Source: an optimization exercise on an open RTL-to-GDS flow (aim: small area). Production flows keep margins and buffers that such runs may drop.
RTL that was checked went through simulation tests only; none was proved equivalent to the original.
No activity file was given, so power comes from the tool's default toggle rates.

run A:
// seg_led_top
module seg_led_top(
    input sys_clk,
    input sys_rst_n,
    input [3:0] keys,
    output [3:0] leds,
    output [5:0] seg_sel,
    output [7:0] seg_led
);
Size: about 240 flip-flops, roughly 24 I/O pins.
make LEC_CHECK=0 CAP_MARGIN=20 CORE_MARGIN=2 CORE_UTILIZATION=30 CTS_BUF_LIST=sky130_fd_sc_hd__clkbuf_16 CTS_CLUSTER_DIAMETER=110 CTS_CLUSTER_SIZE=30 SLEW_MARGIN=20 finish   # period 20.0 ns
run.sh (not shown) runs the stock make flow with config.mk's settings and CLKGATE_MAP_FILE= SYNTH_SCRIPT=/design/flow/synth_recipe.tcl, a recipe that flattens the netlist after the stock synthesis.
Modified inputs, run B compared to run A
-- flow/config.mk --
<<< run A, line 10
export CORE_UTILIZATION = 30
>>> run B, line 10
export CORE_UTILIZATION = 55
### Flow results
- Taking run A as the reference, in run B clock group share of total power has remained practically unchanged; die boundary width has decreased; layout filler cell count has decreased.
- Run B vs. run A: power per cell area shows an increase of 2.5%, maximum cell stage delay along the critical path shows an increase of 0.03 ns, final core area utilization shows an increase of 26 points, data arrival time of the worst path shows an increase of 0.50 ns.
- After synthesis and placement, the instance count of run B is below that of run A.
- [compare] base=run A new=run B: layout cell share with drive strength beyond 1 fell 0.15 points, cell area -about 2.5%, register area flat.

========
Another version of the RTL of seg_led_top (not shown whole).
For scale: ~1,400 cells after synthesis, roughly 240 flip-flops.
make LEC_CHECK=0 CAP_MARGIN=20 CORE_MARGIN=2 CORE_UTILIZATION=40 CTS_BUF_LIST=sky130_fd_sc_hd__clkbuf_4 SLEW_MARGIN=20 finish   # period 20.0 ns
==> next run, changes <==
- CTS_BUF_LIST: sky130_fd_sc_hd__clkbuf_4 -> sky130_fd_sc_hd__clkbuf_16
- CTS_CLUSTER_DIAMETER: default -> 100
- CTS_CLUSTER_SIZE: default -> 24
Total power came out lower by 9.9%.
Non-clock buffer count is unchanged.
Final area came out lower by 3.6%.
Critical path depth does not change.
Via count came out lower by 4.1%.
==> next run, changes <==
- CTS_BUF_LIST: sky130_fd_sc_hd__clkbuf_16 -> sky130_fd_sc_hd__clkbuf_2 sky130_fd_sc_hd__clkbuf_4 sky130_fd_sc_hd__clkbuf_8
- CTS_CLUSTER_DIAMETER: 100 -> default
- CTS_CLUSTER_SIZE: 24 -> 40
What happened:
- The new run completed with no timing, DRC or antenna violations
- design area rises by a few percent
- total power rises by roughly a tenth
- register-to-register slack gets worse by 50 ps
- flip-flop and latch count is unchanged
- die area is unchanged
- final cell count rises by a few percent
- routed wire length rises by a few percent
- global-route usage rises by 0.44 points
- sequential share of layout area falls by 1.5 points
- synthesized area does not change
==> next run, changes <==
- CTS_BUF_LIST: sky130_fd_sc_hd__clkbuf_2 sky130_fd_sc_hd__clkbuf_4 sky130_fd_sc_hd__clkbuf_8 -> sky130_fd_sc_hd__clkbuf_8 sky130_fd_sc_hd__clkbuf_16
- CTS_CLUSTER_DIAMETER: default -> 70
- CTS_CLUSTER_SIZE: 40 -> 16
After rerunning: Clock power drops by 21%. Power drops by 5.5%. Sequential power is about the same.
==> next run, changes <==
- CTS_BUF_LIST: sky130_fd_sc_hd__clkbuf_8 sky130_fd_sc_hd__clkbuf_16 -> sky130_fd_sc_hd__clkbuf_16
- CTS_CLUSTER_DIAMETER: 70 -> 90
- CTS_CLUSTER_SIZE: 16 -> 20
Wire length hardly moves.
Power falls by 3.9%.
Sequential cell count does not change.
No functional check of the RTL was part of any run of this note.

========
Another version of the RTL of seg_led_top (not shown whole).
Size: about 1,200 cells after synthesis, ~24 I/O pins.
Settings: LEC_CHECK=0, CAP_MARGIN=20, CORE_MARGIN=2, CORE_UTILIZATION=40, CTS_BUF_LIST=sky130_fd_sc_hd__clkbuf_8 sky130_fd_sc_hd__clkbuf_16, CTS_CLUSTER_DIAMETER=100, CTS_CLUSTER_SIZE=28, SLEW_MARGIN=20; clock period 20.0 ns.
The first run produced a clean layout.
Then changed:
Settings changed: CTS_BUF_LIST sky130_fd_sc_hd__clkbuf_8 sky130_fd_sc_hd__clkbuf_16 to sky130_fd_sc_hd__clkbuf_16, CTS_CLUSTER_SIZE 28 to 24.
Synthesized area is unchanged.
Clock-buffer cell count goes down by 1.
Via count hardly moves.
Power goes down by 0.94%.
Fmax stays flat.
Setup slack loses 14 ps.
Routed wire length is about the same.
Core utilization barely changes.
Final area barely changes.
Hold slack hardly moves.

========
## run Z
Starting RTL as in the previous note.
==> flow/design.v (excerpt) <==
module seg_led_top(
    input sys_clk,
    input sys_rst_n,
    input [3:0] keys,
    output [3:0] leds,
    output [5:0] seg_sel,
    output [7:0] seg_led
);
clock: 20.0 ns
lec_check: 0
cap_margin: 20
core_margin: 2
core_utilization: 40
cts_buf_list: sky130_fd_sc_hd__clkbuf_16
cts_cluster_diameter: 100
cts_cluster_size: 24
gpl_routability_driven: 0
gpl_timing_driven: 0
slew_margin: 20
Run Z finished all stages; the layout is clean.
Input-level comparison between run E and run Z:
# run Z
export LEC_CHECK = 0
export CAP_MARGIN = 20
export CORE_MARGIN = 2
export CORE_UTILIZATION = 40
export CTS_BUF_LIST = sky130_fd_sc_hd__clkbuf_16
export CTS_CLUSTER_DIAMETER = 100
export CTS_CLUSTER_SIZE = 24
export GPL_ROUTABILITY_DRIVEN = 0
export GPL_TIMING_DRIVEN = 0
export SLEW_MARGIN = 20
create_clock -name core_clock -period 20.0 [get_ports {sys_clk}]
# run E
export LEC_CHECK = 0
export CAP_MARGIN = 20
export CORE_MARGIN = 2
export CORE_UTILIZATION = 40
export CTS_BUF_LIST = sky130_fd_sc_hd__clkbuf_16
export CTS_CLUSTER_DIAMETER = 110
export CTS_CLUSTER_SIZE = 30
export SLEW_MARGIN = 20
create_clock -name core_clock -period 20.0 [get_ports {sys_clk}]
Results
- Changes observed in run E relative to run Z: critical path depth lower; part of the power in combinational logic lower; final standard cell count with taps included and fillers excluded lower.

-- what the ideal ports hide --
Ports are ideal in the flow. The routed layouts listed here were re-timed in OpenROAD.
Step 1, drivers: a clkbuf_16 drives sys_clk and a buf_2 each remaining input, both assumed.
Step 2 times the ports against the registers' clock, not the clock port: input delays grow and output delays shrink by t, the midpoint of the rising clock arrivals with the driver on.
a / b / c = ideal ports / drivers / drivers and shift; a / b = the first two.
| run | t, ns | setup WS [ns] | clock arrival spread, ns | worst data-port slew with drivers (ns) |
|---|---|---|---|---|
| run A | 0.532 | 8.781 / 8.781 / 8.781 | 0.016 / 0.016 | 0.03 |
| run B | 0.520 | 8.284 / 8.284 / 8.284 | 0.035 / 0.035 | 0.03 |
| the first run of note 2 | 0.731 | 11.417 / 11.417 / 11.417 | 0.059 / 0.058 | 0.05 |
| the second run of note 2 | 0.545 | 11.404 / 11.404 / 11.404 | 0.032 / 0.032 | 0.05 |
| the third run of note 2 | 0.626 | 11.358 / 11.358 / 11.358 | 0.046 / 0.046 | 0.05 |
| the fourth run of note 2 | 0.560 | 11.404 / 11.404 / 11.404 | 0.034 / 0.034 | 0.05 |
| the fifth run of note 2 | 0.553 | 11.389 / 11.389 / 11.389 | 0.026 / 0.026 | 0.05 |
| the first run of note 3 | 0.515 | 12.234 / 12.234 / 12.234 | 0.018 / 0.018 | 0.04 |
| the second run of note 3 | 0.513 | 12.220 / 12.220 / 12.220 | 0.018 / 0.018 | 0.04 |
| run Z | 0.532 | 11.453 / 11.453 / 11.453 | 0.017 / 0.017 | 0.05 |
| run E | 0.514 | 12.261 / 12.261 / 12.261 | 0.019 / 0.020 | 0.04 |
After both steps every run listed still meets setup and hold.
